From an optimization exercise on the open Yosys and OpenROAD flow, aimed at small area; shortcuts taken in it are not production practice. The RTL was checked by simulation tests, not by an equivalence proof against the original design. Power is estimated from default activity; no workload was simulated.

// ALU
module ALU (
    input i_CLK,
    input i_RSTn,
    input [3:0] i_ALU_FUN,
    input [7:0] i_A,
    input [7:0] i_B,
    input i_Enable,
    output logic [15:0] o_ALU_OUT,
    output logic o_CF,    
    output logic o_OF,    
    output logic o_EF,    
    output logic o_ZF,    
    output logic o_OUT_VALID
);
    wire [7:0] a = i_A;
    wire [7:0] b = i_B;
    wire [3:0] op = i_ALU_FUN;
    wire eq = (a == b);
    logic [15:0] prod;
    logic [7:0]  macc;       
    logic [8:0]  mt;
    logic [8:0]  mc;
    always_comb begin
        prod[0] = a[0] & b[0];
        macc = {1'b0, a[7:1] & {7{b[0]}}};
        for (int j = 1; j < 8; j++) begin
            mc[0] = 1'b0;
            for (int i = 0; i < 8; i++) begin
                mt[i]   = macc[i] ^ (a[i] & b[j]) ^ mc[i];
                mc[i+1] = (macc[i] & (a[i] & b[j])) | (mc[i] & (macc[i] ^ (a[i] & b[j])));
            end
            mt[8] = mc[8];
            prod[j] = mt[0];
            macc = mt[8:1];
        end
        prod[15:8] = macc;
    end
    wire [7:0] quo;
    wire [7:0] rm [1:8];
    assign rm[8] = 8'd0;
    genvar k;
    generate for (k = 7; k >= 1; k--) begin : st
        localparam int W = 8 - k;
        wire [W-1:0] r;
        if (W == 1) begin : w1
            assign r = a[k];
        end else begin : wn
            assign r = {rm[k+1][W-2:0], a[k]};
        end
        wire [W:0] d = {1'b0, r} - {1'b0, b[W-1:0]};
        wire bhz = (b[7:W] == 0);
        assign quo[k] = bhz & ~d[W];
        wire [W-1:0] rn = quo[k] ? d[W-1:0] : r;
        assign rm[k] = {{(8-W){1'b0}}, rn};
    end endgenerate
    wire       isdiv = (op == 4'd3);
  ...
For scale: about 3800 um^2 of cells after synthesis.
Settings: LEC_CHECK=0, ABC_AREA=1, CAP_MARGIN=20, CORE_MARGIN=2, CORE_UTILIZATION=30, CTS_BUF_LIST=sky130_fd_sc_hd__clkbuf_8, GPL_TIMING_DRIVEN=0, SLEW_MARGIN=20, BUFFER_PORTS_ARGS=-buffer_cell sky130_fd_sc_hd__buf_1, SKIP_INCREMENTAL_REPAIR=1; clock period 15.0 ns.
standard.sh (not shown) runs the stock make flow with config.mk's settings and CLKGATE_MAP_FILE= SYNTH_SCRIPT=/design/flow/synth_recipe.tcl, a recipe that flattens the netlist after the stock synthesis.
==> flow/flow/run.sh <==
#!/bin/bash
# Standard ORFS layout, with these changes:
#  * after the standard synthesis, fapol.py keeps the multiplier's full and
#    half adder cells (choosing each full adder's polarity so that no
#    inverters sit between adder cells) and turns the other adder cells back
#    into logic; the combinational logic between the registers and the kept
#    adder cells is then re-mapped by ABC with an area-oriented
#    script (deepsyn twice, then amap); registers and their names are untouched;
#    an output port's bits are then wired straight to their registers
#    (fixports.py) instead of through an alias that needs a buffer;
#  * ports are buffered with buf_1 instead of the default buffer cell;
#  * no repair after global routing (its parasitics estimate is pessimistic).
set -euo pipefail
W=$(pwd)
R=$W/orfs/results/$FLOW_PLATFORM/ALU/base
YOSYS=$FLOW_HOME/../tools/install/yosys/bin/yosys
[ -x "$YOSYS" ] || YOSYS=yosys

echo "export BUFFER_PORTS_ARGS = -buffer_cell sky130_fd_sc_hd__buf_1" >> config.mk
echo "export SKIP_INCREMENTAL_REPAIR = 1" >> config.mk

bash standard.sh synth > synth_standard.log 2>&1
cp $R/1_2_yosys.v $W/synth_standard.v
cp $R/1_synth.sdc $W/synth_standard.sdc 2>/dev/null || true

python3 $W/flow/fapol.py $W/synth_standard.v $W/synth_fapol.v > fapol.log 2>&1

LIB=$FLOW_HOME/platforms/$FLOW_PLATFORM/lib/sky130_fd_sc_hd__tt_025C_1v80.lib \
IN=$W/synth_fapol.v SOFT=$W/flow/soft.v OUT=$W/synth_remap.v SCRIPT=$W/flow/remap.abc \
  $YOSYS -c $W/flow/remap.tcl > remap.log 2>&1

python3 $W/flow/fixports.py $W/synth_remap.v $R/1_2_yosys.v > fixports.log 2>&1
rm -f $R/1_synth.odb $R/1_synth.sdc
bash standard.sh synth > synth_odb.log 2>&1
bash standard.sh > flow.log 2>&1
Other scripts of this flow, unchanged in this note and not shown: flow/flow/fapol.py, flow/flow/fixports.py, flow/flow/remap.abc, flow/flow/remap.tcl, flow/flow/soft.v
The first run finished with setup timing left.
Change:
--- a/flow/flow/run.sh
+++ b/flow/flow/run.sh
@@ -10,4 +10,3 @@
 #    (fixports.py) instead of through an alias that needs a buffer;
-#  * ports are buffered with buf_1 instead of the default buffer cell;
-#  * no repair after global routing (its parasitics estimate is pessimistic).
+#  * ports are buffered with buf_1 instead of the default buffer cell.
 set -euo pipefail
@@ -19,3 +18,2 @@
 echo "export BUFFER_PORTS_ARGS = -buffer_cell sky130_fd_sc_hd__buf_1" >> config.mk
-echo "export SKIP_INCREMENTAL_REPAIR = 1" >> config.mk
 
Settings changed: CORE_UTILIZATION 30 to 45, SKIP_INCREMENTAL_REPAIR 1 to default.
What happened: Now the flow finished with timing, DRC and antenna clean. Clock skew is unchanged. Power rose by 0.58%. Clock power rose by about 3%. Cell area rose by 2.6%. Core utilization rose by 19 points.
Change:
--- a/flow/flow/run.sh
+++ b/flow/flow/run.sh
@@ -10,3 +10,3 @@
 #    (fixports.py) instead of through an alias that needs a buffer;
-#  * ports are buffered with buf_1 instead of the default buffer cell.
+#  * ports are buffered with buf_2 instead of the default buffer cell.
 set -euo pipefail
@@ -17,3 +17,3 @@
 
-echo "export BUFFER_PORTS_ARGS = -buffer_cell sky130_fd_sc_hd__buf_1" >> config.mk
+echo "export BUFFER_PORTS_ARGS = -buffer_cell sky130_fd_sc_hd__buf_2" >> config.mk
 
Settings changed: BUFFER_PORTS_ARGS -buffer_cell sky130_fd_sc_hd__buf_1 to -buffer_cell sky130_fd_sc_hd__buf_2, CORE_UTILIZATION 45 to 30.
Result:
- combinational power hardly moves
- routed wire length rose by 3.7%
- hold slack got worse by 0.0033 ns
- setup slack got worse by 0.17 ns
- via count fell by 1.1%
- utilization fell by 18 points
- design area rose by 1.1%
- die area rose by 48%
- global-route usage fell by 8.9 points
- total power rose by 0.66%
Change:
--- a/flow/flow/run.sh
+++ b/flow/flow/run.sh
@@ -10,3 +10,3 @@
 #    (fixports.py) instead of through an alias that needs a buffer;
-#  * ports are buffered with buf_2 instead of the default buffer cell.
+#  * ports are buffered with buf_1 instead of the default buffer cell.
 set -euo pipefail
@@ -17,3 +17,3 @@
 
-echo "export BUFFER_PORTS_ARGS = -buffer_cell sky130_fd_sc_hd__buf_2" >> config.mk
+echo "export BUFFER_PORTS_ARGS = -buffer_cell sky130_fd_sc_hd__buf_1" >> config.mk
 
Settings changed: BUFFER_PORTS_ARGS -buffer_cell sky130_fd_sc_hd__buf_2 to -buffer_cell sky130_fd_sc_hd__buf_1, CORE_UTILIZATION 30 to 35.
Result: Non-clock buffer count rose by 2. Setup slack is better by 0.061 ns. Register-to-register slack hardly moves. Worst hold slack is better by 0.0051 ns. Die area fell by 14%. Count of clock-buffer cells in the layout is unchanged. Wire length fell by 2.1%. Global-route usage rose by 2.8 points. Critical path depth rose by 3. Via count rose by 0.83%. Core utilization rose by 5.1 points.


Setup of job 101:
Starting RTL as in the previous note.
export LEC_CHECK = 0
export ABC_AREA = 1
export CAP_MARGIN = 20
export CORE_MARGIN = 2
export CORE_UTILIZATION = 30
export CTS_BUF_LIST = sky130_fd_sc_hd__clkbuf_8
export GPL_TIMING_DRIVEN = 0
export SLEW_MARGIN = 20
export BUFFER_PORTS_ARGS = -buffer_cell sky130_fd_sc_hd__buf_1
create_clock -name core_clock -period 15.0 [get_ports {i_CLK}]
==> flow/flow/run.sh <==
#!/bin/bash
# Standard ORFS layout, with these changes:
#  * after the standard synthesis, fapol.py keeps the multiplier's full and
#    half adder cells (choosing each full adder's polarity so that no
#    inverters sit between adder cells) and turns the other adder cells back
#    into logic; the combinational logic between the registers and the kept
#    adder cells is then re-mapped by ABC with an area-oriented
#    script (deepsyn twice, then amap); registers and their names are untouched;
#    an output port's bits are then wired straight to their registers
#    (fixports.py) instead of through an alias that needs a buffer;
#  * ports are buffered with buf_1 instead of the default buffer cell.
set -euo pipefail
W=$(pwd)
R=$W/orfs/results/$FLOW_PLATFORM/ALU/base
YOSYS=$FLOW_HOME/../tools/install/yosys/bin/yosys
[ -x "$YOSYS" ] || YOSYS=yosys

echo "export BUFFER_PORTS_ARGS = -buffer_cell sky130_fd_sc_hd__buf_1" >> config.mk

bash standard.sh synth > synth_standard.log 2>&1
cp $R/1_2_yosys.v $W/synth_standard.v
cp $R/1_synth.sdc $W/synth_standard.sdc 2>/dev/null || true

python3 $W/flow/fapol.py $W/synth_standard.v $W/synth_fapol.v > fapol.log 2>&1

LIB=$FLOW_HOME/platforms/$FLOW_PLATFORM/lib/sky130_fd_sc_hd__tt_025C_1v80.lib \
IN=$W/synth_fapol.v SOFT=$W/flow/soft.v OUT=$W/synth_remap.v SCRIPT=$W/flow/remap.abc \
  $YOSYS -c $W/flow/remap.tcl > remap.log 2>&1

python3 $W/flow/fixports.py $W/synth_remap.v $R/1_2_yosys.v > fixports.log 2>&1
rm -f $R/1_synth.odb $R/1_synth.sdc
bash standard.sh synth > synth_odb.log 2>&1
bash standard.sh > flow.log 2>&1
==> flow/flow/remap.abc <==
strash
&get -n
&deepsyn -T 40
&put
strash
dc2
&get -n
&deepsyn -T 40 -S 3
&put
dch -f
amap
Other scripts of this flow, unchanged in this note and not shown: flow/flow/fapol.py, flow/flow/fixports.py, flow/flow/remap.tcl, flow/flow/soft.v
Job 101: done, clean on timing, DRC and antenna
Inputs modified between job 101 and job 102:
# job 101
export LEC_CHECK = 0
export ABC_AREA = 1
export CAP_MARGIN = 20
export CORE_MARGIN = 2
export CORE_UTILIZATION = 30
export CTS_BUF_LIST = sky130_fd_sc_hd__clkbuf_8
export GPL_TIMING_DRIVEN = 0
export SLEW_MARGIN = 20
export BUFFER_PORTS_ARGS = -buffer_cell sky130_fd_sc_hd__buf_1
create_clock -name core_clock -period 15.0 [get_ports {i_CLK}]
# job 102
export LEC_CHECK = 0
export ABC_AREA = 1
export CAP_MARGIN = 20
export CORE_MARGIN = 2
export CORE_UTILIZATION = 22
export CTS_BUF_LIST = sky130_fd_sc_hd__clkbuf_8
export GPL_TIMING_DRIVEN = 0
export SLEW_MARGIN = 20
export BUFFER_PORTS_ARGS = -buffer_cell sky130_fd_sc_hd__buf_1
create_clock -name core_clock -period 15.0 [get_ports {i_CLK}]
Results
Min setup slack after layout across job 101 and job 102: job 101
Between job 101 and job 102, the final period utilization is lower for job 102.
Compared with job 101, job 102 shows a higher global-route wire length before repair.
Job 102 vs. job 101: utilization went down by 9.3 points.
From job 101 to job 102 the numbers moved as follows: power shows an increase of about 1.2%; clock-cell share of area ~0 delta; routed wire length fell by 1.9%; reported net switching power rose about 1.6%.
Inputs modified between job 102 and job 103:
# job 102
export LEC_CHECK = 0
export ABC_AREA = 1
export CAP_MARGIN = 20
export CORE_MARGIN = 2
export CORE_UTILIZATION = 22
export CTS_BUF_LIST = sky130_fd_sc_hd__clkbuf_8
export GPL_TIMING_DRIVEN = 0
export SLEW_MARGIN = 20
export BUFFER_PORTS_ARGS = -buffer_cell sky130_fd_sc_hd__buf_1
create_clock -name core_clock -period 15.0 [get_ports {i_CLK}]
# job 103
export LEC_CHECK = 0
export ABC_AREA = 1
export CAP_MARGIN = 20
export CORE_MARGIN = 2
export CORE_UTILIZATION = 15
export CTS_BUF_LIST = sky130_fd_sc_hd__clkbuf_8
export GPL_TIMING_DRIVEN = 0
export SLEW_MARGIN = 20
export BUFFER_PORTS_ARGS = -buffer_cell sky130_fd_sc_hd__buf_1
create_clock -name core_clock -period 15.0 [get_ports {i_CLK}]
Notes after the runs:
- Comparing job 102 and job 103, the lower die boundary width is on job 102.
- In job 103, share of total power in the clock network is lower than in job 102.
- [compare] base=job 102 new=job 103: fraction of power consumed by combinational cells went up, wire length of the first global-routing pass went down, count of instances resized after the clock tree is built went down, worst endpoint data arrival time went down, die area went up.
- Compared with job 102, job 103 shows area growth from synthesis to final layout higher by 7.4 points.
- Any difference in overall power between job 103 and job 102 is small enough to ignore.
- From job 102 to job 103 the numbers moved as follows: global-route usage -4.3 points, weighted congestion at the end of routability-driven global placement -8.8%.
[inputs] job 104 vs job 103
# job 103
export LEC_CHECK = 0
export ABC_AREA = 1
export CAP_MARGIN = 20
export CORE_MARGIN = 2
export CORE_UTILIZATION = 15
export CTS_BUF_LIST = sky130_fd_sc_hd__clkbuf_8
export GPL_TIMING_DRIVEN = 0
export SLEW_MARGIN = 20
export BUFFER_PORTS_ARGS = -buffer_cell sky130_fd_sc_hd__buf_1
create_clock -name core_clock -period 15.0 [get_ports {i_CLK}]
# job 104
export LEC_CHECK = 0
export ABC_AREA = 1
export CAP_MARGIN = 20
export CORE_MARGIN = 2
export CORE_UTILIZATION = 30
export CTS_BUF_LIST = sky130_fd_sc_hd__clkbuf_8
export GPL_TIMING_DRIVEN = 0
export SLEW_MARGIN = 20
export BUFFER_PORTS_ARGS = -buffer_cell sky130_fd_sc_hd__buf_1
create_clock -name core_clock -period 15.0 [get_ports {i_CLK}]
-- flow/flow/run.sh --
<<< job 103, line 8
#    script (deepsyn twice, then amap); registers and their names are untouched;
>>> job 104, line 8
#    script (deepsyn, then amap); registers and their names are untouched;
==> flow/flow/remap.abc <==
strash
&get -n
&deepsyn -T 60
&put
dch -f
amap
==> comparison <==
Comparing job 104 with job 103, the required arrival time at the worst endpoint came out essentially unchanged. Compared with job 103, job 104 degrades estimated wirelength of the detail-placed design. Diff job 103 and job 104: post-synthesis instance area higher in job 104.
The inputs of job 105 differ from those of job 104 as listed below.
# job 104
export LEC_CHECK = 0
export ABC_AREA = 1
export CAP_MARGIN = 20
export CORE_MARGIN = 2
export CORE_UTILIZATION = 30
export CTS_BUF_LIST = sky130_fd_sc_hd__clkbuf_8
export GPL_TIMING_DRIVEN = 0
export SLEW_MARGIN = 20
export BUFFER_PORTS_ARGS = -buffer_cell sky130_fd_sc_hd__buf_1
create_clock -name core_clock -period 15.0 [get_ports {i_CLK}]
# job 105
export LEC_CHECK = 0
export ABC_AREA = 1
export CAP_MARGIN = 20
export CORE_MARGIN = 2
export CORE_UTILIZATION = 22
export CTS_BUF_LIST = sky130_fd_sc_hd__clkbuf_4 sky130_fd_sc_hd__clkbuf_8
export GPL_TIMING_DRIVEN = 0
export SLEW_MARGIN = 20
export BUFFER_PORTS_ARGS = -buffer_cell sky130_fd_sc_hd__buf_1
create_clock -name core_clock -period 15.0 [get_ports {i_CLK}]
-- flow/flow/run.sh --
<<< job 104, line 8
#    script (deepsyn, then amap); registers and their names are untouched;
>>> job 105, line 8
#    script (deepsyn twice, then amap); registers and their names are untouched;
==> flow/flow/remap.abc <==
strash
&get -n
&deepsyn -T 40
&put
strash
dc2
&get -n
&deepsyn -T 40 -S 3
&put
dch -f
amap
==> comparison <==
- Looking at cell with the largest stage delay on the worst path, the o21ai_0 result is from job 105; the or3_1 one comes from job 104.
- | power | job 104 vs job 105 | ≈ equal |
- Compared with job 104, in job 105 final weighted congestion of routability-driven global placement did not really move, cell count went up, global-route usage went down, synthesized cell count went down.
- Job 105 vs. job 104: number of fill cells in the layout went up by 550, sum of routed wire length over all layers went down by about 1.8%, detailed-route via count went down by 105, power share of the combinational group went down by 0.5 points, met2 demand-to-capacity share in global routing went down by 8.8 points.


== lane 1 ==
ALU again, from the RTL that the note above started with.
export LEC_CHECK = 0
export ABC_AREA = 1
export CAP_MARGIN = 20
export CORE_MARGIN = 2
export CORE_UTILIZATION = 30
export CTS_BUF_LIST = sky130_fd_sc_hd__clkbuf_4 sky130_fd_sc_hd__clkbuf_8
export GPL_TIMING_DRIVEN = 0
export SLEW_MARGIN = 20
export BUFFER_PORTS_ARGS = -buffer_cell sky130_fd_sc_hd__buf_1
create_clock -name core_clock -period 15.0 [get_ports {i_CLK}]
==> flow/flow/run.sh <==
#!/bin/bash
# Standard ORFS layout, with these changes:
#  * after the standard synthesis, fapol.py keeps the multiplier's full and
#    half adder cells (choosing each full adder's polarity so that no
#    inverters sit between adder cells) and turns the other adder cells back
#    into logic; the combinational logic between the registers and the kept
#    adder cells is then re-mapped by ABC with an area-oriented
#    script (deepsyn twice, then amap); registers and their names are untouched;
#    an output port's bits are then wired straight to their registers
#    (fixports.py) instead of through an alias that needs a buffer;
#  * ports are buffered with buf_1 instead of the default buffer cell.
set -euo pipefail
W=$(pwd)
R=$W/orfs/results/$FLOW_PLATFORM/ALU/base
YOSYS=$FLOW_HOME/../tools/install/yosys/bin/yosys
[ -x "$YOSYS" ] || YOSYS=yosys

echo "export BUFFER_PORTS_ARGS = -buffer_cell sky130_fd_sc_hd__buf_1" >> config.mk

bash standard.sh synth > synth_standard.log 2>&1
cp $R/1_2_yosys.v $W/synth_standard.v
cp $R/1_synth.sdc $W/synth_standard.sdc 2>/dev/null || true

python3 $W/flow/fapol.py $W/synth_standard.v $W/synth_fapol.v > fapol.log 2>&1

LIB=$FLOW_HOME/platforms/$FLOW_PLATFORM/lib/sky130_fd_sc_hd__tt_025C_1v80.lib \
IN=$W/synth_fapol.v SOFT=$W/flow/soft.v OUT=$W/synth_remap.v SCRIPT=$W/flow/remap.abc \
  $YOSYS -c $W/flow/remap.tcl > remap.log 2>&1

python3 $W/flow/fixports.py $W/synth_remap.v $R/1_2_yosys.v > fixports.log 2>&1
rm -f $R/1_synth.odb $R/1_synth.sdc
bash standard.sh synth > synth_odb.log 2>&1
bash standard.sh > flow.log 2>&1
==> flow/flow/remap.abc <==
strash
&get -n
&deepsyn -T 40
&put
strash
dc2
&get -n
&deepsyn -T 40 -S 3
&put
dch -f
amap
Other scripts of this flow, unchanged in this note and not shown: flow/flow/fapol.py, flow/flow/fixports.py, flow/flow/remap.tcl, flow/flow/soft.v
Changes in lane 2 relative to lane 1:
# lane 1
export LEC_CHECK = 0
export ABC_AREA = 1
export CAP_MARGIN = 20
export CORE_MARGIN = 2
export CORE_UTILIZATION = 30
export CTS_BUF_LIST = sky130_fd_sc_hd__clkbuf_4 sky130_fd_sc_hd__clkbuf_8
export GPL_TIMING_DRIVEN = 0
export SLEW_MARGIN = 20
export BUFFER_PORTS_ARGS = -buffer_cell sky130_fd_sc_hd__buf_1
create_clock -name core_clock -period 15.0 [get_ports {i_CLK}]
# lane 2
export LEC_CHECK = 0
export ABC_AREA = 1
export CAP_MARGIN = 20
export CORE_MARGIN = 2
export CORE_UTILIZATION = 30
export CTS_BUF_LIST = sky130_fd_sc_hd__clkbuf_8
export CTS_CLUSTER_DIAMETER = 200
export CTS_CLUSTER_SIZE = 30
export GPL_TIMING_DRIVEN = 0
export SLEW_MARGIN = 20
export BUFFER_PORTS_ARGS = -buffer_cell sky130_fd_sc_hd__buf_1
create_clock -name core_clock -period 15.0 [get_ports {i_CLK}]
--- a/flow/flow/run.sh
+++ b/flow/flow/run.sh
@@ -6,5 +6,5 @@
 #    into logic; the combinational logic between the registers and the kept
 #    adder cells is then re-mapped by ABC with an area-oriented
-#    script (deepsyn twice, then amap); registers and their names are untouched;
+#    script (deepsyn, then amap); registers and their names are untouched;
 #    an output port's bits are then wired straight to their registers
 #    (fixports.py) instead of through an alias that needs a buffer;
==> flow/flow/remap.abc <==
strash
&get -n
&deepsyn -T 60
&put
dch -f
amap
Cell depth of the worst min-delay path: lane 2 vs lane 1 identical. Compared with lane 1, lane 2 shows a higher share of power burned in combinational logic. Cell area | lane 2 vs lane 1 | lane 2 larger. Total met3 wirelength after detailed routing | lane 2 below lane 1. Diff lane 2..lane 1 | maximum frequency | negligible. Portion of the clock cycle consumed by the worst path in the final layout of lane 1 is on par with lane 2. Every run in the comparison, lane 2 and lane 1, completed the flow with a clean layout. Minimum setup slack in the final design, lane 2 and lane 1: lower on lane 2.
Modified inputs, lane 3 compared to lane 2
# lane 2
export LEC_CHECK = 0
export ABC_AREA = 1
export CAP_MARGIN = 20
export CORE_MARGIN = 2
export CORE_UTILIZATION = 30
export CTS_BUF_LIST = sky130_fd_sc_hd__clkbuf_8
export CTS_CLUSTER_DIAMETER = 200
export CTS_CLUSTER_SIZE = 30
export GPL_TIMING_DRIVEN = 0
export SLEW_MARGIN = 20
export BUFFER_PORTS_ARGS = -buffer_cell sky130_fd_sc_hd__buf_1
create_clock -name core_clock -period 15.0 [get_ports {i_CLK}]
# lane 3
export LEC_CHECK = 0
export ABC_AREA = 1
export CAP_MARGIN = 20
export CORE_MARGIN = 2
export CORE_UTILIZATION = 30
export CTS_BUF_LIST = sky130_fd_sc_hd__clkbuf_8
export GPL_TIMING_DRIVEN = 0
export SETUP_SLACK_MARGIN = -0.5
export SLEW_MARGIN = 20
export BUFFER_PORTS_ARGS = -buffer_cell sky130_fd_sc_hd__buf_1
create_clock -name core_clock -period 15.0 [get_ports {i_CLK}]
- Compared lane 3 against lane 2; area after synthesis within noise.
- Comparing lane 2 against lane 3, there is no change at all in count of input and output buffers.
- Slowest cell on the critical path: a31oi_1 -> lane 3, or3_1 -> lane 2
- Total power in lane 3 is 0.33% below lane 2.
- Going from lane 2 to lane 3, the non-clock buffer count was found to have gone up by 9.
- Compared with lane 2, in lane 3 area added between synthesis and finish saw an increase, cell area has increased, met2 routing resource usage after global routing comparable, total wire length after detailed routing higher.
- Compared with lane 2, lane 3 shows a data arrival time of the worst path that is 0.42 ns higher.
- Setup slack on lane 3 is down relative to lane 2.

afterwards: timing with drivers on the ports:
The flow's constraints put no driver on any port. The routed layouts listed below were extracted and timed again, unchanged, in two steps.
Step 1 (the two cells are an assumption about what drives the block):
set clk [get_ports {i_CLK}]
set_driving_cell -lib_cell sky130_fd_sc_hd__clkbuf_16 $clk
set_driving_cell -lib_cell sky130_fd_sc_hd__buf_2 [delete_from_list [all_inputs] $clk]
Step 2 times the ports against the registers' clock, not the clock port: input delays grow and output delays shrink by t, the midpoint of the rising clock arrivals with the driver on.
Slacks: ideal ports / drivers / drivers and shift; pairs: ideal ports / drivers.
run	t, ns	setup slack, ns	slew at the worst register clock pin (ns)	worst slew at a driven data input, ns	pins driven straight from the clock port
the first run of note 1	0.276	-0.013 / -0.012 / -0.288	0.08 / 0.08	0.04	1
the second run of note 1	0.279	1.313 / 1.314 / 1.035	0.08 / 0.08	0.03	1
the third run of note 1	0.280	1.148 / 1.150 / 0.870	0.08 / 0.08	0.04	1
the fourth run of note 1	0.279	1.209 / 1.211 / 0.931	0.08 / 0.08	0.03	1
job 101	0.277	1.126 / 1.132 / 0.855	0.08 / 0.08	0.04	1
job 102	0.280	1.267 / 1.271 / 0.991	0.08 / 0.08	0.05	1
job 103	0.282	1.371 / 1.355 / 1.072	0.07 / 0.07	0.07	1
job 104	0.277	1.157 / 1.162 / 0.885	0.08 / 0.08	0.04	1
job 105	0.280	1.267 / 1.271 / 0.991	0.08 / 0.08	0.05	1
lane 1	0.275	1.167 / 1.172 / 0.897	0.08 / 0.08	0.04	1
lane 2	0.277	1.157 / 1.162 / 0.885	0.08 / 0.08	0.04	1
lane 3	0.278	0.740 / 0.745 / 0.468	0.08 / 0.08	0.04	1
The setup slack of job 103, which loses most, moves by -0.016 ns with the drivers and by -0.299 ns with both steps.
